This is an optimization exercise on Yosys and OpenROAD, whose aim is small area and a short achievable clock period, not a production implementation. The RTL of this run was laid out without a check of its function. No activity file was given, so power comes from the tool's default toggle rates.

$ cat flow/config.mk
export PLATFORM = sky130hd
export DESIGN_NAME = complex
export DESIGN_NICKNAME = complex
export VERILOG_FILES = /design/flow/design.v
export SDC_FILE = /design/flow/constraint.sdc
export NUM_CORES = 4
export LEC_CHECK = 0
export CAP_MARGIN = 20
export CORE_MARGIN = 2
export CORE_UTILIZATION = 40
export CTS_BUF_LIST = sky130_fd_sc_hd__clkbuf_8
export CTS_CLUSTER_DIAMETER = 200
export CTS_CLUSTER_SIZE = 32
export PLACE_DENSITY = 0.6
export SETUP_SLACK_MARGIN = 4.4
export SLEW_MARGIN = 20
export SYNTH_HIERARCHICAL = 1
$ cat flow/constraint.sdc
create_clock -name core_clock -period 10.0 [get_ports {clk}]
set_input_delay 2.0000 -clock core_clock [delete_from_list [all_inputs] [get_ports {clk}]]
set_output_delay 2.0000 -clock core_clock [all_outputs]
set_load 0.01 [all_outputs]
$ cat flow/design.v
module HA(input a, input b, output s, output co);
  assign s = a ^ b;
  assign co = a & b;
endmodule
module HAN(input a, input b, output s, output co);
  assign s = ~(a ^ b);
  OR2 o (a, b, co);
endmodule
module OR2(input a, input b, output y);
  assign y = a | b;
endmodule
module FA(input a, input b, input c, output s, output co);
  assign s = a ^ b ^ c;
  assign co = (a & b) | (a & c) | (b & c);
endmodule
module FA1(input a, input b, output s, output co);
  assign s = ~(a ^ b);
  OR2 o (a, b, co);
endmodule
module G_NAND2(input a, input b, output y);
  assign y = ~(a & b);
endmodule
module G_NOR2(input a, input b, output y);
  assign y = ~(a | b);
endmodule
module G_XOR2(input a, input b, output y);
  assign y = a ^ b;
endmodule
module G_XNOR2(input a, input b, output y);
  assign y = ~(a ^ b);
endmodule
module G_INV(input a, output y);
  assign y = ~a;
endmodule
module G_AOI21(input a1, input a2, input b1, output y);
  assign y = ~((a1 & a2) | b1);
endmodule
module G_OAI21(input a1, input a2, input b1, output y);
  assign y = ~((a1 | a2) & b1);
endmodule
module complex(clk, a0, a1, b0, b1, im, re);
  input clk;
  input [7:0] a0, a1, b0, b1;
  output reg [15:0] im, re;
  wire [15:0] re_d, im_d;
  wire rs1;
  wire rc2;
  wire rs3;
  wire rc4;
  wire rs5;
  wire rc6;
  wire rs7;
  wire rc8;
  wire rs9;
  wire rc10;
  wire rs11;
  wire rc12;
  wire rs13;
  wire rc14;
  wire rs15;
  wire rc16;
  wire rs17;
  wire rc18;
  wire rs19;
  wire rc20;
  wire rs21;
  wire rc22;
  wire rs23;
  wire rc24;
  wire rs25;
  wire rc26;
  wire rs27;
  wire rc28;
  wire rs29;
  wire rc30;
  wire rs31;
  wire rc32;
  wire rs33;
  wire rc34;
  wire rs35;
  wire rc36;
  wire rs37;
  wire rc38;
  wire rs39;
  wire rc40;
  wire rs41;
  wire rc42;
  wire rs43;
  wire rc44;
  wire rs45;
  wire rc46;
  wire rs47;
  wire rc48;
  wire rs49;
  wire rc50;
  wire rs51;
  wire rc52;
  wire rs53;
  wire rc54;
  wire rs55;
  wire rc56;
  wire rs57;
  wire rc58;
  wire rs59;
  wire rc60;
  wire rs61;
  wire rc62;
  wire rs63;
  wire rc64;
  wire rn65;
  wire rs66;
  wire rc67;
  wire rs68;
  wire rc69;
  wire rs70;
  wire rc71;
  wire rs72;
  wire rc73;
  wire rs74;
  wire rc75;
  wire rs76;
  wire rc77;
  wire rs78;
  wire rc79;
  wire rs80;
  wire rc81;
  wire rs82;
  wire rc83;
  wire rs84;
  wire rc85;
  wire rs86;
  wire rc87;
  wire rs88;
  wire rc89;
  wire rs90;
  wire rc91;
  wire rs92;
  wire rc93;
  wire rs94;
  wire rc95;
  wire rs96;
  wire rc97;
  wire rs98;
  wire rc99;
  wire rs100;
  wire rc101;
  wire rs102;
  wire rc103;
  wire rs104;
  wire rc105;
  wire rs106;
  wire rc107;
  wire rs108;
  wire rc109;
  wire rs110;
  wire rc111;
  wire rs112;
  wire rc113;
  wire rs114;
  wire rc115;
  wire rs116;
  wire rc117;
  wire rs118;
  wire rc119;
  wire rs120;
  wire rc121;
  wire rn122;
  wire rs123;
  wire rc124;
  wire rs125;
  wire rc126;
  wire rs127;
  wire rc128;
  wire rs129;
  wire rc130;
  wire rs131;
  wire rc132;
  wire rs133;
  wire rc134;
  wire rs135;
  wire rc136;
  wire rs137;
  wire rc138;
  wire rs139;
  wire rc140;
  wire rs141;
  wire rc142;
  wire rs143;
  wire rc144;
  wire rs145;
  wire rc146;
  wire rs147;
  wire rc148;
  wire rs149;
  wire rc150;
  wire rs151;
  wire rc152;
  wire rs153;
  wire rc154;
  wire rs155;
  wire rc156;
  wire rs157;
  wire rc158;
  wire rs159;
  wire rc160;
  wire rs161;
  wire rc162;
  wire rs163;
  wire rc164;
  wire rs165;
  wire rc166;
  wire rs167;
  wire rc168;
  wire rs169;
  wire rc170;
  wire rs171;
  wire rc172;
  wire rs173;
  wire rc174;
  wire rs175;
  wire rc176;
  wire rs177;
  wire rc178;
  wire rs179;
  wire rc180;
  wire rs181;
  wire rc182;
  wire rs183;
  wire rc184;
  wire rs185;
  wire rc186;
  wire rs187;
  wire rc188;
  wire rs189;
  wire rc190;
  wire rs191;
  wire rc192;
  wire rs193;
  wire rc194;
  wire rs195;
  wire rc196;
  wire rs197;
  wire rc198;
  wire rs199;
  wire rc200;
  wire rs201;
  wire rc202;
  wire rs203;
  wire rc204;
  wire rs205;
  wire rc206;
  wire rs207;
  wire rc208;
  wire rs209;
  wire rc210;
  wire rs211;
  wire rc212;
  wire rs213;
  wire rc214;
  wire rs215;
  wire rc216;
  wire rs217;
  wire rc218;
  wire rs219;
  wire rc220;
  wire rs221;
  wire rc222;
  wire rs223;
  wire rc224;
  wire rs225;
  wire rc226;
  wire rars227;
  wire rarc228;
  wire rars229;
  wire rarc230;
  wire rars231;
  wire rarc232;
  wire rars233;
  wire rarc234;
  wire rars235;
  wire rarc236;
  wire rapw237;
  wire ragw238;
  wire ratw239;
  wire rapw240;
  wire ragw241;
  wire ratw242;
  wire rapw243;
  wire ragw244;
  wire ratw245;
  wire rapw246;
  wire ragw247;
  wire ratw248;
  wire rapw249;
  wire ragw250;
  wire ratw251;
  wire rapw252;
  wire ragw253;
  wire ratw254;
  wire rapw255;
  wire ragw256;
  wire ratw257;
  wire rapw258;
  wire ragw259;
  wire ratw260;
  wire rapw261;
  wire ragw262;
  wire ratw263;
  wire rapw264;
  wire ragw265;
  wire ratw266;
  wire rapw267;
  wire raiw268;
  wire raxw269;
  wire raxw270;
  wire rayw271;
  wire raxw272;
  wire rayw273;
  wire raxw274;
  wire rayw275;
  wire raxw276;
  wire rayw277;
  wire raiw278;
  wire raxw279;
  wire raxw280;
  wire raiw281;
  wire raiw282;
  wire raxw283;
  wire rayw284;
  wire raxw285;
  wire rayw286;
  wire raiw287;
  wire raiw288;
  wire raxw289;
  wire rayw290;
  wire raxw291;
  wire raiw292;
  wire raxw293;
  wire raxw294;
  wire raxw295;
  wire raiw296;
  wire raxw297;
  wire raxw298;
  wire raxw299;
  wire rasw300;
  wire rasw301;
  wire rasw302;
  wire rasw303;
  wire rasw304;
  wire rasw305;
  wire rasw306;
  wire rasw307;
  wire rasw308;
  wire rasw309;
  wire rasw310;
  wire is311;
  wire ic312;
  wire is313;
  wire ic314;
  wire is315;
  wire ic316;
  wire is317;
  wire ic318;
  wire is319;
  wire ic320;
  wire is321;
  wire ic322;
  wire is323;
  wire ic324;
  wire is325;
  wire ic326;
  wire is327;
  wire ic328;
  wire is329;
  wire ic330;
  wire is331;
  wire ic332;
  wire is333;
  wire ic334;
  wire is335;
  wire ic336;
  wire is337;
  wire ic338;
  wire is339;
  wire ic340;
  wire is341;
  wire ic342;
  wire is343;
  wire ic344;
  wire is345;
  wire ic346;
  wire is347;
  wire ic348;
  wire is349;
  wire ic350;
  wire is351;
  wire ic352;
  wire is353;
  wire ic354;
  wire is355;
  wire ic356;
  wire is357;
  wire ic358;
  wire is359;
  wire ic360;
  wire is361;
  wire ic362;
  wire is363;
  wire ic364;
  wire is365;
  wire ic366;
  wire is367;
  wire ic368;
  wire is369;
  wire ic370;
  wire is371;
  wire ic372;
  wire is373;
  wire ic374;
  wire is375;
  wire ic376;
  wire is377;
  wire ic378;
  wire is379;
  wire ic380;
  wire is381;
  wire ic382;
  wire is383;
  wire ic384;
  wire is385;
  wire ic386;
  wire is387;
  wire ic388;
  wire is389;
  wire ic390;
  wire is391;
  wire ic392;
  wire is393;
  wire ic394;
  wire is395;
  wire ic396;
  wire is397;
  wire ic398;
  wire is399;
  wire ic400;
  wire is401;
  wire ic402;
  wire is403;
  wire ic404;
  wire is405;
  wire ic406;
  wire is407;
  wire ic408;
  wire is409;
  wire ic410;
  wire is411;
  wire ic412;
  wire is413;
  wire ic414;
  wire is415;
  wire ic416;
  wire is417;
  wire ic418;
  wire is419;
  wire ic420;
  wire is421;
  wire ic422;
  wire is423;
  wire ic424;
  wire is425;
  wire ic426;
  wire is427;
  wire ic428;
  wire is429;
  wire ic430;
  wire is431;
  wire ic432;
  wire is433;
  wire ic434;
  wire is435;
  wire ic436;
  wire is437;
  wire ic438;
  wire is439;
  wire ic440;
  wire is441;
  wire ic442;
  wire is443;
  wire ic444;
  wire is445;
  wire ic446;
  wire is447;
  wire ic448;
  wire is449;
  wire ic450;
  wire is451;
  wire ic452;
  wire is453;
  wire ic454;
  wire is455;
  wire ic456;
  wire is457;
  wire ic458;
  wire is459;
  wire ic460;
  wire is461;
  wire ic462;
  wire is463;
  wire ic464;
  wire is465;
  wire ic466;
  wire is467;
  wire ic468;
  wire is469;
  wire ic470;
  wire is471;
  wire ic472;
  wire is473;
  wire ic474;
  wire is475;
  wire ic476;
  wire is477;
  wire ic478;
  wire is479;
  wire ic480;
  wire is481;
  wire ic482;
  wire is483;
  wire ic484;
  wire is485;
  wire ic486;
  wire is487;
  wire ic488;
  wire is489;
  wire ic490;
  wire is491;
  wire ic492;
  wire is493;
  wire ic494;
  wire is495;
  wire ic496;
  wire is497;
  wire ic498;
  wire is499;
  wire ic500;
  wire is501;
  wire ic502;
  wire is503;
  wire ic504;
  wire is505;
  wire ic506;
  wire is507;
  wire ic508;
  wire is509;
  wire ic510;
  wire is511;
  wire ic512;
  wire is513;
  wire ic514;
  wire is515;
  wire ic516;
  wire is517;
  wire ic518;
  wire is519;
  wire ic520;
  wire iasw521;
  wire iarw522;
  wire iars523;
  wire iarc524;
  wire iaow525;
  wire iars526;
  wire iarc527;
  wire iaow528;
  wire iars529;
  wire iarc530;
  wire iaow531;
  wire iars532;
  wire iarc533;
  wire iaow534;
  wire iapw535;
  wire iagw536;
  wire iatw537;
  wire iapw538;
  wire iagw539;
  wire iatw540;
  wire iapw541;
  wire iagw542;
  wire iatw543;
  wire iapw544;
  wire iagw545;
  wire iatw546;
  wire iapw547;
  wire iagw548;
  wire iatw549;
  wire iapw550;
  wire iagw551;
  wire iatw552;
  wire iapw553;
  wire iagw554;
  wire iatw555;
  wire iapw556;
  wire iagw557;
  wire iatw558;
  wire iapw559;
  wire iagw560;
  wire iatw561;
  wire iapw562;
  wire iagw563;
  wire iatw564;
  wire iapw565;
  wire iaiw566;
  wire iaxw567;
  wire iaxw568;
  wire iayw569;
  wire iaxw570;
  wire iayw571;
  wire iaxw572;
  wire iayw573;
  wire iaxw574;
  wire iayw575;
  wire iaiw576;
  wire iaxw577;
  wire iaxw578;
  wire iaiw579;
  wire iaiw580;
  wire iaxw581;
  wire iayw582;
  wire iaxw583;
  wire iayw584;
  wire iaiw585;
  wire iaiw586;
  wire iaxw587;
  wire iayw588;
  wire iaxw589;
  wire iaiw590;
  wire iaxw591;
  wire iaxw592;
  wire iaxw593;
  wire iaiw594;
  wire iaxw595;
  wire iaxw596;
  wire iaxw597;
  wire iasw598;
  wire iasw599;
  wire iasw600;
  wire iasw601;
  wire iasw602;
  wire iasw603;
  wire iasw604;
  wire iasw605;
  wire iasw606;
  wire iasw607;
  wire iasw608;
  FA1 ru2 ((a0[0] & b0[6]), (a0[1] & b0[5]), rs1, rc2);
  FA1 ru4 ((a0[0] & b0[7]), (a0[1] & b0[6]), rs3, rc4);
  FA ru6 ((a0[2] & b0[5]), (a0[3] & b0[4]), (a0[4] & b0[3]), rs5, rc6);
  HA ru8 ((a0[5] & b0[2]), (a0[6] & b0[1]), rs7, rc8);
  FA1 ru10 ((a0[1] & b0[7]), (a0[2] & b0[6]), rs9, rc10);
  FA ru12 ((a0[3] & b0[5]), (a0[4] & b0[4]), (a0[5] & b0[3]), rs11, rc12);
  HA ru14 ((a0[6] & b0[2]), (a0[7] & b0[1]), rs13, rc14);
  FA ru16 ((a0[2] & b0[7]), (a0[3] & b0[6]), (a0[4] & b0[5]), rs15, rc16);
  FA1 ru18 ((a0[0] & b0[4]), (a0[1] & b0[3]), rs17, rc18);
  FA1 ru20 ((a0[0] & b0[5]), (a0[1] & b0[4]), rs19, rc20);
  FA ru22 ((a0[2] & b0[3]), (a0[3] & b0[2]), (a0[4] & b0[1]), rs21, rc22);
  HA ru24 ((a0[5] & b0[0]), ~(a1[0] & b1[5]), rs23, rc24);
  FA ru26 ((a0[2] & b0[4]), (a0[3] & b0[3]), (a0[4] & b0[2]), rs25, rc26);
  FA ru28 ((a0[5] & b0[1]), (a0[6] & b0[0]), ~(a1[0] & b1[6]), rs27, rc28);
  FA ru30 (~(a1[1] & b1[5]), ~(a1[2] & b1[4]), ~(a1[3] & b1[3]), rs29, rc30);
  HA ru32 (~(a1[4] & b1[2]), ~(a1[5] & b1[1]), rs31, rc32);
  FA ru34 ((a0[7] & b0[0]), ~(a1[0] & b1[7]), ~(a1[1] & b1[6]), rs33, rc34);
  FA ru36 (~(a1[2] & b1[5]), ~(a1[3] & b1[4]), ~(a1[4] & b1[3]), rs35, rc36);
  FA ru38 (~(a1[5] & b1[2]), ~(a1[6] & b1[1]), ~(a1[7] & b1[0]), rs37, rc38);
  FA ru40 (rc2, rs3, rs7, rs39, rc40);
  FA ru42 (~(a1[1] & b1[7]), ~(a1[2] & b1[6]), ~(a1[3] & b1[5]), rs41, rc42);
  FA ru44 (~(a1[4] & b1[4]), ~(a1[5] & b1[3]), ~(a1[6] & b1[2]), rs43, rc44);
  FA ru46 (~(a1[7] & b1[1]), rc4, rc8, rs45, rc46);
  FA ru48 (rs9, rs13, rc6, rs47, rc48);
  FA ru50 ((a0[5] & b0[4]), (a0[6] & b0[3]), (a0[7] & b0[2]), rs49, rc50);
  FA ru52 (~(a1[2] & b1[7]), ~(a1[3] & b1[6]), ~(a1[4] & b1[5]), rs51, rc52);
  FA ru54 (~(a1[5] & b1[4]), ~(a1[6] & b1[3]), ~(a1[7] & b1[2]), rs53, rc54);
  FA ru56 (rc10, rc14, rc12, rs55, rc56);
  FA ru58 ((a0[3] & b0[7]), (a0[4] & b0[6]), (a0[5] & b0[5]), rs57, rc58);
  FA ru60 ((a0[6] & b0[4]), (a0[7] & b0[3]), ~(a1[3] & b1[7]), rs59, rc60);
  FA ru62 (~(a1[4] & b1[6]), ~(a1[5] & b1[5]), ~(a1[6] & b1[4]), rs61, rc62);
  FA ru64 ((a0[4] & b0[7]), (a0[5] & b0[6]), (a0[6] & b0[5]), rs63, rc64);
  assign rn65 = ~(a0[0] & b0[2]);
  FA1 ru67 ((a0[0] & b0[3]), (a0[1] & b0[2]), rs66, rc67);
  FA ru69 ((a0[2] & b0[1]), (a0[3] & b0[0]), ~(a1[0] & b1[3]), rs68, rc69);
  FA ru71 ((a0[2] & b0[2]), (a0[3] & b0[1]), (a0[4] & b0[0]), rs70, rc71);
  FA ru73 (~(a1[0] & b1[4]), ~(a1[1] & b1[3]), ~(a1[2] & b1[2]), rs72, rc73);
  HA ru75 (~(a1[3] & b1[1]), ~(a1[4] & b1[0]), rs74, rc75);
  FA ru77 (~(a1[1] & b1[4]), ~(a1[2] & b1[3]), ~(a1[3] & b1[2]), rs76, rc77);
  FA ru79 (~(a1[4] & b1[1]), ~(a1[5] & b1[0]), rc18, rs78, rc79);
  FA ru81 (rs19, rs23, rc75, rs80, rc81);
  FA ru83 (~(a1[6] & b1[0]), rc20, rs1, rs82, rc83);
  FA ru85 (rc24, rs31, rc22, rs84, rc85);
  FA ru87 (rc77, rs25, rs27, rs86, rc87);
  FA ru89 (rc32, rc26, rc28, rs88, rc89);
  FA ru91 (rc30, rs5, rs33, rs90, rc91);
  FA ru93 (rs35, rs37, rc83, rs92, rc93);
  FA ru95 (rc34, rc36, rc38, rs94, rc95);
  FA ru97 (rs11, rs41, rs43, rs96, rc97);
  FA ru99 (rc40, rs45, rc89, rs98, rc99);
  FA ru101 (rc42, rc44, rs15, rs100, rc101);
  FA ru103 (rs49, rs51, rs53, rs102, rc103);
  FA ru105 (rc46, rc48, rc95, rs104, rc105);
  FA ru107 (~(a1[7] & b1[3]), rc16, rc50, rs106, rc107);
  FA ru109 (rc52, rc54, rs57, rs108, rc109);
  FA ru111 (rs59, rs61, rc56, rs110, rc111);
  FA ru113 ((a0[7] & b0[4]), ~(a1[4] & b1[7]), ~(a1[5] & b1[6]), rs112, rc113);
  FA ru115 (~(a1[6] & b1[5]), ~(a1[7] & b1[4]), rc58, rs114, rc115);
  FA ru117 (rc60, rc62, rs63, rs116, rc117);
  FA ru119 ((a0[5] & b0[7]), (a0[6] & b0[6]), (a0[7] & b0[5]), rs118, rc119);
  FA ru121 (~(a1[5] & b1[7]), ~(a1[6] & b1[6]), ~(a1[7] & b1[5]), rs120, rc121);
  assign rn122 = ~(a0[0] & b0[1]);
  FA ru124 ((a0[1] & b0[1]), (a0[2] & b0[0]), ~(a1[0] & b1[2]), rs123, rc124);
  HA ru126 (~(a1[1] & b1[1]), ~(a1[2] & b1[0]), rs125, rc126);
  FA ru128 (~(a1[1] & b1[2]), ~(a1[2] & b1[1]), ~(a1[3] & b1[0]), rs127, rc128);
  FA ru130 ((a0[0] & b0[2]), rs66, rc126, rs129, rc130);
  FA ru132 (rc67, rs17, rs74, rs131, rc132);
  FA ru134 (rc69, rc128, rs70, rs133, rc134);
  FA ru136 (rc71, rc73, rs21, rs135, rc136);
  FA ru138 (rs76, rs78, rc132, rs137, rc138);
  FA ru140 (rs29, rc79, rc81, rs139, rc140);
  FA ru142 (rs82, rs84, rc136, rs141, rc142);
  FA ru144 (rs39, rc85, rc87, rs143, rc144);
  FA ru146 (rs88, rs90, rc140, rs145, rc146);
  FA ru148 (rs47, rc91, rs94, rs147, rc148);
  FA ru150 (rs96, rc93, rs98, rs149, rc150);
  FA ru152 (rs55, rc97, rs100, rs151, rc152);
  FA ru154 (rs102, rc99, rs104, rs153, rc154);
  FA ru156 (rc101, rc103, rs106, rs155, rc156);
  FA ru158 (rs108, rc105, rs110, rs157, rc158);
  FA ru160 (rs112, rc107, rc109, rs159, rc160);
  FA ru162 (rs114, rs116, rc111, rs161, rc162);
  FA ru164 (rc64, rc113, rs118, rs163, rc164);
  FA ru166 (rs120, rc115, rc117, rs165, rc166);
  FA ru168 ((a0[6] & b0[7]), (a0[7] & b0[6]), ~(a1[6] & b1[7]), rs167, rc168);
  FA ru170 (~(a1[7] & b1[6]), rc119, rc121, rs169, rc170);
  HA ru172 ((a0[1] & b0[0]), ~(a1[0] & b1[1]), rs171, rc172);
  FA ru174 ((a0[0] & b0[1]), rn65, rs125, rs173, rc174);
  FA ru176 (rc124, rs68, rs127, rs175, rc176);
  FA ru178 (rs72, rc130, rs131, rs177, rc178);
  FA ru180 (rs80, rc134, rs135, rs179, rc180);
  FA ru182 (rs86, rc138, rs139, rs181, rc182);
  FA ru184 (rs92, rc142, rs143, rs183, rc184);
  FA ru186 (rc144, rs147, rc146, rs185, rc186);
  FA ru188 (rc148, rs151, rc150, rs187, rc188);
  FA ru190 (rc152, rs155, rc154, rs189, rc190);
  FA ru192 (rc156, rs159, rc158, rs191, rc192);
  FA ru194 (rs163, rc160, rs165, rs193, rc194);
  FA ru196 (rs167, rc164, rs169, rs195, rc196);
  FA ru198 ((a0[7] & b0[7]), ~(a1[7] & b1[7]), rc168, rs197, rc198);
  HA ru200 (~(a1[1] & b1[0]), rn122, rs199, rc200);
  FA ru202 (rc172, rc200, rs123, rs201, rc202);
  FA ru204 (rc174, rs129, rc202, rs203, rc204);
  FA ru206 (rc176, rs133, rs177, rs205, rc206);
  FA ru208 (rs137, rc178, rs179, rs207, rc208);
  FA ru210 (rs141, rc180, rs181, rs209, rc210);
  FA ru212 (rc182, rs145, rs183, rs211, rc212);
  FA ru214 (rs149, rc184, rs185, rs213, rc214);
  FA ru216 (rs153, rc186, rs187, rs215, rc216);
  FA ru218 (rs157, rc188, rs189, rs217, rc218);
  FA ru220 (rs161, rc190, rs191, rs219, rc220);
  FA ru222 (rc162, rs193, rc192, rs221, rc222);
  FA ru224 (rc166, rs195, rc194, rs223, rc224);
  FA ru226 (rc170, rs197, rc196, rs225, rc226);
  FA1 raru228 ((a0[0] & b0[0]), ~(a1[0] & b1[0]), rars227, rarc228);
  FA raru230 (rs171, rs199, rarc228, rars229, rarc230);
  FA raru232 (rs173, rs201, rarc230, rars231, rarc232);
  FA raru234 (rs175, rs203, rarc232, rars233, rarc234);
  FA raru236 (rc204, rs205, rarc234, rars235, rarc236);
  G_XOR2 rapu237 (rc206, rs207, rapw237);
  G_NAND2 ragu238 (rc206, rs207, ragw238);
  G_NOR2 ratu239 (rc206, rs207, ratw239);
  G_XOR2 rapu240 (rc208, rs209, rapw240);
  G_NAND2 ragu241 (rc208, rs209, ragw241);
  G_NOR2 ratu242 (rc208, rs209, ratw242);
  G_XOR2 rapu243 (rc210, rs211, rapw243);
  G_NAND2 ragu244 (rc210, rs211, ragw244);
  G_NOR2 ratu245 (rc210, rs211, ratw245);
  G_XOR2 rapu246 (rc212, rs213, rapw246);
  G_NAND2 ragu247 (rc212, rs213, ragw247);
  G_NOR2 ratu248 (rc212, rs213, ratw248);
  G_XOR2 rapu249 (rc214, rs215, rapw249);
  G_NAND2 ragu250 (rc214, rs215, ragw250);
  G_NOR2 ratu251 (rc214, rs215, ratw251);
  G_XOR2 rapu252 (rc216, rs217, rapw252);
  G_NAND2 ragu253 (rc216, rs217, ragw253);
  G_NOR2 ratu254 (rc216, rs217, ratw254);
  G_XOR2 rapu255 (rc218, rs219, rapw255);
  G_NAND2 ragu256 (rc218, rs219, ragw256);
  G_NOR2 ratu257 (rc218, rs219, ratw257);
  G_XOR2 rapu258 (rc220, rs221, rapw258);
  G_NAND2 ragu259 (rc220, rs221, ragw259);
  G_NOR2 ratu260 (rc220, rs221, ratw260);
  G_XOR2 rapu261 (rc222, rs223, rapw261);
  G_NAND2 ragu262 (rc222, rs223, ragw262);
  G_NOR2 ratu263 (rc222, rs223, ratw263);
  G_XOR2 rapu264 (rc224, rs225, rapw264);
  G_NAND2 ragu265 (rc224, rs225, ragw265);
  G_NOR2 ratu266 (rc224, rs225, ratw266);
  G_XOR2 rapu267 (rc198, rc226, rapw267);
  G_INV raiu268 (rarc236, raiw268);
  G_OAI21 raxu269 (ratw239, raiw268, ragw238, raxw269);
  G_OAI21 raxu270 (ratw245, ragw241, ragw244, raxw270);
  G_NOR2 rayu271 (ratw245, ratw242, rayw271);
  G_OAI21 raxu272 (ratw251, ragw247, ragw250, raxw272);
  G_NOR2 rayu273 (ratw251, ratw248, rayw273);
  G_OAI21 raxu274 (ratw257, ragw253, ragw256, raxw274);
  G_NOR2 rayu275 (ratw257, ratw254, rayw275);
  G_OAI21 raxu276 (ratw263, ragw259, ragw262, raxw276);
  G_NOR2 rayu277 (ratw263, ratw260, rayw277);
  G_INV raiu278 (raxw269, raiw278);
  G_OAI21 raxu279 (ratw242, raiw278, ragw241, raxw279);
  G_AOI21 raxu280 (rayw271, raxw269, raxw270, raxw280);
  G_INV raiu281 (raxw272, raiw281);
  G_INV raiu282 (rayw273, raiw282);
  G_OAI21 raxu283 (ratw254, raiw281, ragw253, raxw283);
  G_NOR2 rayu284 (ratw254, raiw282, rayw284);
  G_AOI21 raxu285 (rayw275, raxw272, raxw274, raxw285);
  G_NAND2 rayu286 (rayw275, rayw273, rayw286);
  G_INV raiu287 (raxw276, raiw287);
  G_INV raiu288 (rayw277, raiw288);
  G_OAI21 raxu289 (ratw266, raiw287, ragw265, raxw289);
  G_NOR2 rayu290 (ratw266, raiw288, rayw290);
  G_OAI21 raxu291 (ratw248, raxw280, ragw247, raxw291);
  G_INV raiu292 (raxw280, raiw292);
  G_AOI21 raxu293 (rayw273, raiw292, raxw272, raxw293);
  G_AOI21 raxu294 (rayw284, raiw292, raxw283, raxw294);
  G_OAI21 raxu295 (rayw286, raxw280, raxw285, raxw295);
  G_INV raiu296 (raxw295, raiw296);
  G_OAI21 raxu297 (ratw260, raiw296, ragw259, raxw297);
  G_AOI21 raxu298 (rayw277, raxw295, raxw276, raxw298);
  G_AOI21 raxu299 (rayw290, raxw295, raxw289, raxw299);
  G_XOR2 rasu300 (rapw237, rarc236, rasw300);
  G_XOR2 rasu301 (rapw240, raxw269, rasw301);
  G_XOR2 rasu302 (rapw243, raxw279, rasw302);
  G_XNOR2 rasu303 (rapw246, raxw280, rasw303);
  G_XOR2 rasu304 (rapw249, raxw291, rasw304);
  G_XNOR2 rasu305 (rapw252, raxw293, rasw305);
  G_XNOR2 rasu306 (rapw255, raxw294, rasw306);
  G_XOR2 rasu307 (rapw258, raxw295, rasw307);
  G_XOR2 rasu308 (rapw261, raxw297, rasw308);
  G_XNOR2 rasu309 (rapw264, raxw298, rasw309);
  G_XNOR2 rasu310 (rapw267, raxw299, rasw310);
  HAN iu312 (~(a0[0] & b1[6]), ~(a0[1] & b1[5]), is311, ic312);
  FA iu314 (~(a0[0] & b1[7]), ~(a0[1] & b1[6]), ~(a0[2] & b1[5]), is313, ic314);
  FA iu316 (~(a0[3] & b1[4]), ~(a0[4] & b1[3]), ~(a0[5] & b1[2]), is315, ic316);
  FA iu318 (~(a0[1] & b1[7]), ~(a0[2] & b1[6]), ~(a0[3] & b1[5]), is317, ic318);
  HAN iu320 (~(a0[4] & b1[4]), ~(a0[5] & b1[3]), is319, ic320);
  HAN iu322 (~(a0[2] & b1[7]), ~(a0[3] & b1[6]), is321, ic322);
  HAN iu324 (~(a0[0] & b1[4]), ~(a0[1] & b1[3]), is323, ic324);
  FA iu326 (~(a0[0] & b1[5]), ~(a0[1] & b1[4]), ~(a0[2] & b1[3]), is325, ic326);
  FA iu328 (~(a0[3] & b1[2]), ~(a0[4] & b1[1]), ~(a0[5] & b1[0]), is327, ic328);
  FA iu330 (~(a0[2] & b1[4]), ~(a0[3] & b1[3]), ~(a0[4] & b1[2]), is329, ic330);
  FA iu332 (~(a0[5] & b1[1]), ~(a0[6] & b1[0]), ~(a1[0] & b0[6]), is331, ic332);
  FA iu334 (~(a1[1] & b0[5]), ~(a1[2] & b0[4]), ~(a1[3] & b0[3]), is333, ic334);
  FA iu336 (~(a0[6] & b1[1]), ~(a0[7] & b1[0]), ~(a1[0] & b0[7]), is335, ic336);
  FA iu338 (~(a1[1] & b0[6]), ~(a1[2] & b0[5]), ~(a1[3] & b0[4]), is337, ic338);
  FA iu340 (~(a1[4] & b0[3]), ~(a1[5] & b0[2]), ~(a1[6] & b0[1]), is339, ic340);
  HAN iu342 (~(a1[7] & b0[0]), ic312, is341, ic342);
  FA iu344 (~(a0[6] & b1[2]), ~(a0[7] & b1[1]), ~(a1[1] & b0[7]), is343, ic344);
  FA iu346 (~(a1[2] & b0[6]), ~(a1[3] & b0[5]), ~(a1[4] & b0[4]), is345, ic346);
  FA iu348 (~(a1[5] & b0[3]), ~(a1[6] & b0[2]), ~(a1[7] & b0[1]), is347, ic348);
  FA iu350 (is319, ic314, ic316, is349, ic350);
  FA iu352 (~(a0[4] & b1[5]), ~(a0[5] & b1[4]), ~(a0[6] & b1[3]), is351, ic352);
  FA iu354 (~(a0[7] & b1[2]), ~(a1[2] & b0[7]), ~(a1[3] & b0[6]), is353, ic354);
  FA iu356 (~(a1[4] & b0[5]), ~(a1[5] & b0[4]), ~(a1[6] & b0[3]), is355, ic356);
  FA iu358 (~(a1[7] & b0[2]), ic320, is321, is357, ic358);
  FA iu360 (~(a0[3] & b1[7]), ~(a0[4] & b1[6]), ~(a0[5] & b1[5]), is359, ic360);
  FA iu362 (~(a0[6] & b1[4]), ~(a0[7] & b1[3]), ~(a1[3] & b0[7]), is361, ic362);
  FA iu364 (~(a1[4] & b0[6]), ~(a1[5] & b0[5]), ~(a1[6] & b0[4]), is363, ic364);
  FA iu366 (~(a0[4] & b1[7]), ~(a0[5] & b1[6]), ~(a0[6] & b1[5]), is365, ic366);
  FA iu368 (~(a0[0] & b1[3]), ~(a0[1] & b1[2]), ~(a0[2] & b1[1]), is367, ic368);
  FA iu370 (~(a0[2] & b1[2]), ~(a0[3] & b1[1]), ~(a0[4] & b1[0]), is369, ic370);
  FA iu372 (~(a1[0] & b0[4]), ~(a1[1] & b0[3]), ~(a1[2] & b0[2]), is371, ic372);
  FA iu374 (~(a1[0] & b0[5]), ~(a1[1] & b0[4]), ~(a1[2] & b0[3]), is373, ic374);
  FA iu376 (~(a1[3] & b0[2]), ~(a1[4] & b0[1]), ~(a1[5] & b0[0]), is375, ic376);
  HAN iu378 (ic324, ic370, is377, ic378);
  FA iu380 (~(a1[4] & b0[2]), ~(a1[5] & b0[1]), ~(a1[6] & b0[0]), is379, ic380);
  FA iu382 (is311, ic326, ic328, is381, ic382);
  FA iu384 (ic374, ic376, is329, is383, ic384);
  FA iu386 (ic330, ic332, ic334, is385, ic386);
  FA iu388 (ic380, is313, is315, is387, ic388);
  FA iu390 (is335, is337, is339, is389, ic390);
  FA iu392 (ic336, ic338, ic340, is391, ic392);
  FA iu394 (is317, is343, is345, is393, ic394);
  FA iu396 (is347, ic342, ic386, is395, ic396);
  FA iu398 (ic318, ic344, ic346, is397, ic398);
  FA iu400 (ic348, is351, is353, is399, ic400);
  FA iu402 (is355, is357, ic350, is401, ic402);
  FA iu404 (~(a1[7] & b0[3]), ic322, ic352, is403, ic404);
  FA iu406 (ic354, ic356, is359, is405, ic406);
  FA iu408 (is361, is363, ic358, is407, ic408);
  FA iu410 (~(a0[7] & b1[4]), ~(a1[4] & b0[7]), ~(a1[5] & b0[6]), is409, ic410);
  FA iu412 (~(a1[6] & b0[5]), ~(a1[7] & b0[4]), ic360, is411, ic412);
  FA iu414 (ic362, ic364, is365, is413, ic414);
  FA iu416 (~(a0[5] & b1[7]), ~(a0[6] & b1[6]), ~(a0[7] & b1[5]), is415, ic416);
  FA iu418 (~(a1[5] & b0[7]), ~(a1[6] & b0[6]), ~(a1[7] & b0[5]), is417, ic418);
  FA iu420 (~(a0[0] & b1[2]), ~(a0[1] & b1[1]), ~(a0[2] & b1[0]), is419, ic420);
  FA iu422 (~(a0[3] & b1[0]), ~(a1[0] & b0[3]), ~(a1[1] & b0[2]), is421, ic422);
  HAN iu424 (~(a1[2] & b0[1]), ~(a1[3] & b0[0]), is423, ic424);
  FA iu426 (~(a1[3] & b0[1]), ~(a1[4] & b0[0]), is323, is425, ic426);
  FA iu428 (ic424, ic368, ic422, is427, ic428);
  FA iu430 (ic372, is325, is327, is429, ic430);
  FA iu432 (is373, is375, is377, is431, ic432);
  FA iu434 (is331, is333, is379, is433, ic434);
  FA iu436 (ic378, is381, ic430, is435, ic436);
  FA iu438 (is341, ic382, ic384, is437, ic438);
  FA iu440 (is385, ic434, is387, is439, ic440);
  FA iu442 (is349, ic388, ic390, is441, ic442);
  FA iu444 (is391, is393, is395, is443, ic444);
  FA iu446 (ic392, ic394, is397, is445, ic446);
  FA iu448 (is399, ic396, is401, is447, ic448);
  FA iu450 (ic398, ic400, is403, is449, ic450);
  FA iu452 (is405, is407, ic402, is451, ic452);
  FA iu454 (is409, ic404, ic406, is453, ic454);
  FA iu456 (is411, is413, ic408, is455, ic456);
  FA iu458 (ic366, ic410, is415, is457, ic458);
  FA iu460 (is417, ic412, ic414, is459, ic460);
  FA iu462 (~(a0[6] & b1[7]), ~(a0[7] & b1[6]), ~(a1[6] & b0[7]), is461, ic462);
  FA iu464 (~(a1[7] & b0[6]), ic416, ic418, is463, ic464);
  HAN iu466 (~(a0[0] & b1[1]), ~(a0[1] & b1[0]), is465, ic466);
  FA iu468 (~(a1[0] & b0[2]), ~(a1[1] & b0[1]), ~(a1[2] & b0[0]), is467, ic468);
  FA iu470 (is423, ic420, ic468, is469, ic470);
  FA iu472 (is369, is371, is425, is471, ic472);
  FA iu474 (ic426, ic428, is429, is473, ic474);
  FA iu476 (is383, is433, ic432, is475, ic476);
  FA iu478 (is389, ic436, is437, is477, ic478);
  FA iu480 (ic438, ic440, is441, is479, ic480);
  FA iu482 (ic442, is445, ic444, is481, ic482);
  FA iu484 (ic446, is449, ic448, is483, ic484);
  FA iu486 (ic450, is453, is455, is485, ic486);
  FA iu488 (is457, ic454, is459, is487, ic488);
  FA iu490 (is461, ic458, is463, is489, ic490);
  FA iu492 (~(a0[7] & b1[7]), ~(a1[7] & b0[7]), ic462, is491, ic492);
  HAN iu494 (~(a1[0] & b0[1]), ~(a1[1] & b0[0]), is493, ic494);
  FA iu496 (ic466, ic494, is419, is495, ic496);
  FA iu498 (is367, is421, is469, is497, ic498);
  FA iu500 (ic470, is427, is471, is499, ic500);
  FA iu502 (is431, ic472, is473, is501, ic502);
  FA iu504 (is435, ic474, is475, is503, ic504);
  FA iu506 (is439, ic476, is477, is505, ic506);
  FA iu508 (is443, ic478, is479, is507, ic508);
  FA iu510 (is447, ic480, is481, is509, ic510);
  FA iu512 (is451, ic482, is483, is511, ic512);
  FA iu514 (ic452, is485, ic484, is513, ic514);
  FA iu516 (ic456, is487, ic486, is515, ic516);
  FA iu518 (ic460, is489, ic488, is517, ic518);
  FA iu520 (ic464, is491, ic490, is519, ic520);
  G_XOR2 iasu521 (~(a0[0] & b1[0]), ~(a1[0] & b0[0]), iasw521);
  OR2 iaru522 (~(a0[0] & b1[0]), ~(a1[0] & b0[0]), iarw522);
  FA iaru524 (is465, is493, iarw522, iars523, iarc524);
  G_INV iaou525 (iars523, iaow525);
  FA iaru527 (is467, is495, iarc524, iars526, iarc527);
  G_INV iaou528 (iars526, iaow528);
  FA iaru530 (ic496, is497, iarc527, iars529, iarc530);
  G_INV iaou531 (iars529, iaow531);
  FA iaru533 (ic498, is499, iarc530, iars532, iarc533);
  G_INV iaou534 (iars532, iaow534);
  G_XOR2 iapu535 (ic500, is501, iapw535);
  G_NAND2 iagu536 (ic500, is501, iagw536);
  G_NOR2 iatu537 (ic500, is501, iatw537);
  G_XOR2 iapu538 (ic502, is503, iapw538);
  G_NAND2 iagu539 (ic502, is503, iagw539);
  G_NOR2 iatu540 (ic502, is503, iatw540);
  G_XOR2 iapu541 (ic504, is505, iapw541);
  G_NAND2 iagu542 (ic504, is505, iagw542);
  G_NOR2 iatu543 (ic504, is505, iatw543);
  G_XOR2 iapu544 (ic506, is507, iapw544);
  G_NAND2 iagu545 (ic506, is507, iagw545);
  G_NOR2 iatu546 (ic506, is507, iatw546);
  G_XOR2 iapu547 (ic508, is509, iapw547);
  G_NAND2 iagu548 (ic508, is509, iagw548);
  G_NOR2 iatu549 (ic508, is509, iatw549);
  G_XOR2 iapu550 (ic510, is511, iapw550);
  G_NAND2 iagu551 (ic510, is511, iagw551);
  G_NOR2 iatu552 (ic510, is511, iatw552);
  G_XOR2 iapu553 (ic512, is513, iapw553);
  G_NAND2 iagu554 (ic512, is513, iagw554);
  G_NOR2 iatu555 (ic512, is513, iatw555);
  G_XOR2 iapu556 (ic514, is515, iapw556);
  G_NAND2 iagu557 (ic514, is515, iagw557);
  G_NOR2 iatu558 (ic514, is515, iatw558);
  G_XOR2 iapu559 (ic516, is517, iapw559);
  G_NAND2 iagu560 (ic516, is517, iagw560);
  G_NOR2 iatu561 (ic516, is517, iatw561);
  G_XOR2 iapu562 (ic518, is519, iapw562);
  G_NAND2 iagu563 (ic518, is519, iagw563);
  G_NOR2 iatu564 (ic518, is519, iatw564);
  G_XOR2 iapu565 (ic492, ic520, iapw565);
  G_INV iaiu566 (iarc533, iaiw566);
  G_AOI21 iaxu567 (iagw536, iaiw566, iatw537, iaxw567);
  G_AOI21 iaxu568 (iagw542, iatw540, iatw543, iaxw568);
  G_NAND2 iayu569 (iagw542, iagw539, iayw569);
  G_AOI21 iaxu570 (iagw548, iatw546, iatw549, iaxw570);
  G_NAND2 iayu571 (iagw548, iagw545, iayw571);
  G_AOI21 iaxu572 (iagw554, iatw552, iatw555, iaxw572);
  G_NAND2 iayu573 (iagw554, iagw551, iayw573);
  G_AOI21 iaxu574 (iagw560, iatw558, iatw561, iaxw574);
  G_NAND2 iayu575 (iagw560, iagw557, iayw575);
  G_INV iaiu576 (iaxw567, iaiw576);
  G_AOI21 iaxu577 (iagw539, iaiw576, iatw540, iaxw577);
  G_OAI21 iaxu578 (iayw569, iaxw567, iaxw568, iaxw578);
  G_INV iaiu579 (iaxw570, iaiw579);
  G_INV iaiu580 (iayw571, iaiw580);
  G_AOI21 iaxu581 (iagw551, iaiw579, iatw552, iaxw581);
  G_NAND2 iayu582 (iagw551, iaiw580, iayw582);
  G_OAI21 iaxu583 (iayw573, iaxw570, iaxw572, iaxw583);
  G_NOR2 iayu584 (iayw573, iayw571, iayw584);
  G_INV iaiu585 (iaxw574, iaiw585);
  G_INV iaiu586 (iayw575, iaiw586);
  G_AOI21 iaxu587 (iagw563, iaiw585, iatw564, iaxw587);
  G_NAND2 iayu588 (iagw563, iaiw586, iayw588);
  G_AOI21 iaxu589 (iagw545, iaxw578, iatw546, iaxw589);
  G_INV iaiu590 (iaxw578, iaiw590);
  G_OAI21 iaxu591 (iayw571, iaiw590, iaxw570, iaxw591);
  G_OAI21 iaxu592 (iayw582, iaiw590, iaxw581, iaxw592);
  G_AOI21 iaxu593 (iayw584, iaxw578, iaxw583, iaxw593);
  G_INV iaiu594 (iaxw593, iaiw594);
  G_AOI21 iaxu595 (iagw557, iaiw594, iatw558, iaxw595);
  G_OAI21 iaxu596 (iayw575, iaxw593, iaxw574, iaxw596);
  G_OAI21 iaxu597 (iayw588, iaxw593, iaxw587, iaxw597);
  G_XNOR2 iasu598 (iapw535, iarc533, iasw598);
  G_XNOR2 iasu599 (iapw538, iaxw567, iasw599);
  G_XNOR2 iasu600 (iapw541, iaxw577, iasw600);
  G_XOR2 iasu601 (iapw544, iaxw578, iasw601);
  G_XNOR2 iasu602 (iapw547, iaxw589, iasw602);
  G_XOR2 iasu603 (iapw550, iaxw591, iasw603);
  G_XOR2 iasu604 (iapw553, iaxw592, iasw604);
  G_XNOR2 iasu605 (iapw556, iaxw593, iasw605);
  G_XNOR2 iasu606 (iapw559, iaxw595, iasw606);
  G_XOR2 iasu607 (iapw562, iaxw596, iasw607);
  G_XOR2 iasu608 (iapw565, iaxw597, iasw608);
  assign re_d[0] = rars227;
  assign re_d[1] = rars229;
  assign re_d[2] = rars231;
  assign re_d[3] = rars233;
  assign re_d[4] = rars235;
  assign re_d[5] = rasw300;
  assign re_d[6] = rasw301;
  assign re_d[7] = rasw302;
  assign re_d[8] = rasw303;
  assign re_d[9] = rasw304;
  assign re_d[10] = rasw305;
  assign re_d[11] = rasw306;
  assign re_d[12] = rasw307;
  assign re_d[13] = rasw308;
  assign re_d[14] = rasw309;
  assign re_d[15] = rasw310;
  assign im_d[0] = iasw521;
  assign im_d[1] = iaow525;
  assign im_d[2] = iaow528;
  assign im_d[3] = iaow531;
  assign im_d[4] = iaow534;
  assign im_d[5] = iasw598;
  assign im_d[6] = iasw599;
  assign im_d[7] = iasw600;
  assign im_d[8] = iasw601;
  assign im_d[9] = iasw602;
  assign im_d[10] = iasw603;
  assign im_d[11] = iasw604;
  assign im_d[12] = iasw605;
  assign im_d[13] = iasw606;
  assign im_d[14] = iasw607;
  assign im_d[15] = iasw608;
  always @(posedge clk) begin
    re <= re_d;
    im <= im_d;
  end
endmodule
$ cat flow/flow/run.sh
#!/bin/bash
set -o pipefail
export BUFFER_PORTS_ARGS="-buffer_cell sky130_fd_sc_hd__buf_1"
cp standard.sh standard_sh.txt 2>/dev/null
bash standard.sh > standard.log 2>&1
$ cat flow/standard.sh
#!/bin/bash
# synth_recipe.tcl (not shown) runs the flow's synth.tcl, then flattens the netlist and writes it again
# the make line also repeats each setting of config.mk as NAME=value (left out here)
make -C /OpenROAD-flow-scripts/flow DESIGN_CONFIG=/design/flow/config.mk WORK_HOME=/design/flow/orfs CLKGATE_MAP_FILE= SYNTH_SCRIPT=/design/flow/synth_recipe.tcl "${@:-finish}"
==> results by group <==
Run status
  • Status: no timing/DRC/antenna violations

Finish
  • Layout cells sized above 1: 18.4%
  • Fin nets: 1,029
  • Fillers: 1,654
  • # diodes: 0
  • Area Growth Syn to Fin: 16.2%
  • Final core occ: 47.8%

Floorplan
  • Width of the die: 140 um
  • Initial Utilization: 41.1%
  • Die area: 19,700 um2
  • Num rows: 49
  • Die Y: 140 um
  • I/O pin count: 65
  • Core area: 18,100 um2

Synthesis
  • Netlist cell types: 15
  • Synth Warn #: 7
  • Post-Syn Area: 7430 um2
  • Sequential share of the synthesized area: 8.62%
  • Syn Area/Cell: 10.1 um2
  • Flops & latches, synth: 32
  • Cells after Synth: 734
  • Synth Net Count: 977

STA
  • Fin. Hold Viols: 0
  • RSZ-0062 raised after global routing: yes
  • Final setup viols: 0
  • Worst setup margin: 4400 ps
  • Slew HR: 76.5%
  • Final hold slack: 2010 ps
  • Final min period: 5600 ps
  • Tightest Pin Transition: 353 ps
  • Setup tns final: 0 ps
  • Max Slew Vio Count: 0
  • Max Fclk: 0.178 GHz
  • Period utilisation layout: 56.0%

Setup path
  • Arrival time at the worst endpoint: 5850 ps
  • Critical Path End Type: register
  • Crit path kind: input pin to register
  • Max FO, Critical Path: 16
  • WP data required: 10,240 ps
  • Startpoint Class: input pin

Power
  • Leakage power: 3.27 nW
  • Clock power share: 4.5%
  • Internal power: 1.52 mW
  • Switching Fraction: 48.7%
  • Maximum vdd drop: 0.000249 V
  • Pwr Density: 343 nW/um2
  • Comb pwr share: 86.9%
  • Total power: 2.96 mW
  • P_sw: 1.44 mW
  • Flop pwr share: 8.6%

Clock network
  • Cts bufs inserted: 5
  • Clock Pin Slew Worst Setup and Hold Paths: 70 ps
  • Longest Clk Path Bufs: 2
  • Hold Buf Count CTS: 0
  • Clock Sinks: 32
  • CTS tree: yes
  • Clock H-tree levels: 2
  • Clock root buffer: clkbuf_8

Global route
  • GRT met1 Usage: 24.3%
  • GRT overflow: 0
  • Global-route wire length before repair: 27,700 um
  • Initial antenna violation count: 0
  • Largest net degree at the start of global routing: 19
  • Met3 Use GR: 2.97%
  • Grt met2 use: 29.9%
  • Total GRT Usage: 17.8%
  • Top Usage Layer GRT: met2
  • Vias in the first global route: 5,557

Detailed routing
  • Initial drt markers: 278
  • DR DRC count: 0
  • Drt pass-1 iters: 5
  • Via density: 5.07
  • Remaining antenna violation count: 0
  • DR vias: 5,154
  • Total Wirelength: 16,900 um
  • WL/cell: 16.6 um

Place
  • IO buf count: 64
  • Detailed placer's ending HPWL: 12,200 um
  • Placer Congestion: 0.806
  • Setup WS pre-CTS: 3490 ps

Flow run
  • Max cap viols: 0

Worst hold path
  • Hold/Removal Path Class: input pin to register
-- power by group through the flow --
stage | clock network [mW] | registers, mW | logic [mW]
2_1_floorplan | 0 | 0.293 | 1.90
3_3_place_gp | 0 | 0.259 | 2.25
3_5_place_dp | 0 | 0.259 | 2.28
4_1_cts | 0.141 | 0.256 | 2.41
5_1_grt | 0.145 | 0.261 | 2.92
6_report | 0.132 | 0.255 | 2.57
-- flip-flops by register name, indices dropped and copies added (netlist names) --
register	flops
im	16
re	16
-- synthesized netlist by cell type, drive strengths merged --
| master | count | area share (%) |
|---|---|---|
| buf | 32 | 3.8 |
| ha | 8 | 1.3 |
| fa | 202 | 54 |
| or2 | 17 | 1.4 |
| nor2 | 27 | 1.4 |
| a21oi | 17 | 2.0 |
| dfxtp | 32 | 8.6 |
| clkbuf | 16 | 1.1 |
| nand2 | 221 | 11 |
| xor2 | 34 | 4.0 |
| inv | 20 | 1.0 |
| o21ai | 17 | 1.1 |
| and2 | 64 | 5.4 |
| xnor2 | 27 | 3.2 |
-- repair_timing --
item,CTS,global route
pin swaps,5,38
resized for setup,90,124
gates cloned,0,1
setup endpoints to repair,16,11
setup buffers,3,25
-- per-module statistics from Yosys, one instance, submodules excluded, a selection --
module   copies in the design  flops+latches
complex                     1             32
FA                        202              0
HA                          8              0
G_XNOR2                    11              0
HAN                         9              0
G_AOI21                    17              0
FA1                         7              0
OR2                        17              0
G_OAI21                    17              0
G_INV                      20              0
-- worst max-delay path, cell delays in order --
cell and delay, ps:
buf_6 140, and2_1 160, fa_1 440, fa_2 350
fa_1 460, fa_2 350, fa_1 500, fa_1 460
nor2_2 210, o21ai_1 100, a21oi_2 160, o21ai_4 110
buf_4 150, a21oi_2 130, xnor2_1 120
-- placed cells by master, fill, tap and decap left out, types with 17 or more instances in the layout --
cell type	count
buf_4	26
xor2_1	34
or2_1	17
buf_1	32
buf_12	20
xnor2_1	27
dfxtp_1	32
and2_1	54
fa_2	28
nor2_1	22
nand2_1	211
fa_1	174
inv_1	20
-- stage by stage --
step / area, um2 / cells
3_5_place_dp: 7670 / 979
2_1_floorplan: 7690 / 734
3_3_place_gp: 7670 / 979
4_1_cts: 7940 / 990
5_1_grt: 8640 / 1016
6_report: 8640 / 1016
-- metal layers --
| metal | up-vias | wire, um | part of all wire, % |
|---|---|---|---|
| met1 | 2666 | 6790 | 40 |
| met4 | 0 | 176 | 1.0 |
| met3 | 12 | 1130 | 6.7 |
| met2 | 183 | 8800 | 52 |
| met5 | - | 0 | 0 |
| li1 | 2293 | - | - |
-- worst paths after layout --
kind,to,start,slack [ps],cells after the start
setup / recovery,re[14]$_DFF_P_,b0[5],4400,15
hold / removal,im[0]$_DFF_P_,b1[0],2010,3
-- final cells by class --
cell class | instances | area (um2) | area share (%)
flip-flops and latches | 32 | 641 | 7.42
clock buffers | 5 | 68.8 | 0.797
repair buffers | 93 | 973 | 11.3
multi-input cells | 634 | 6550 | 75.9
clock inverters | 3 | 38.8 | 0.449
inverters | 20 | 75.1 | 0.869
well taps | 229 | 287 | 3.32
-- logic make-up after synthesis --
kind of cell	Yosys count	share of synthesized area (%)
XOR/XNOR	61	7.19
adder cells (fa/ha/maj)	210	55.8
AND/OR/NAND/NOR	329	19.3
flip-flops	32	8.62
buffers and inverters	68	5.93
AO/OA/AOI/OAI	34	3.15

## what the ideal ports hide
How much do the figures lean on ideal ports? The routed layout below was timed once more, with nothing changed but the port constraints. Step 1 sets driving cells, clkbuf_16 on the clock port and buf_2 on the other inputs (assumed; they add their load-dependent delay and slew). Step 2 also shifts input and output timing later by t, the mid clock arrival at the registers, as if the neighbouring blocks saw the same clock. a / b / c = no drivers / after step 1 / after step 2; a / b = the first two.
t (ns): 0.345
setup slack, ns: 4.396 / 4.362 / 4.017
worst setup path at the end: input to register
clock arrival spread, ns: 0.012 / 0.012
worst slew at a driven data input, ns: 0.12
After both steps this run still meets setup and hold. For this run, drivers alone change the setup slack by -0.034 ns; drivers and shift together by -0.379 ns.
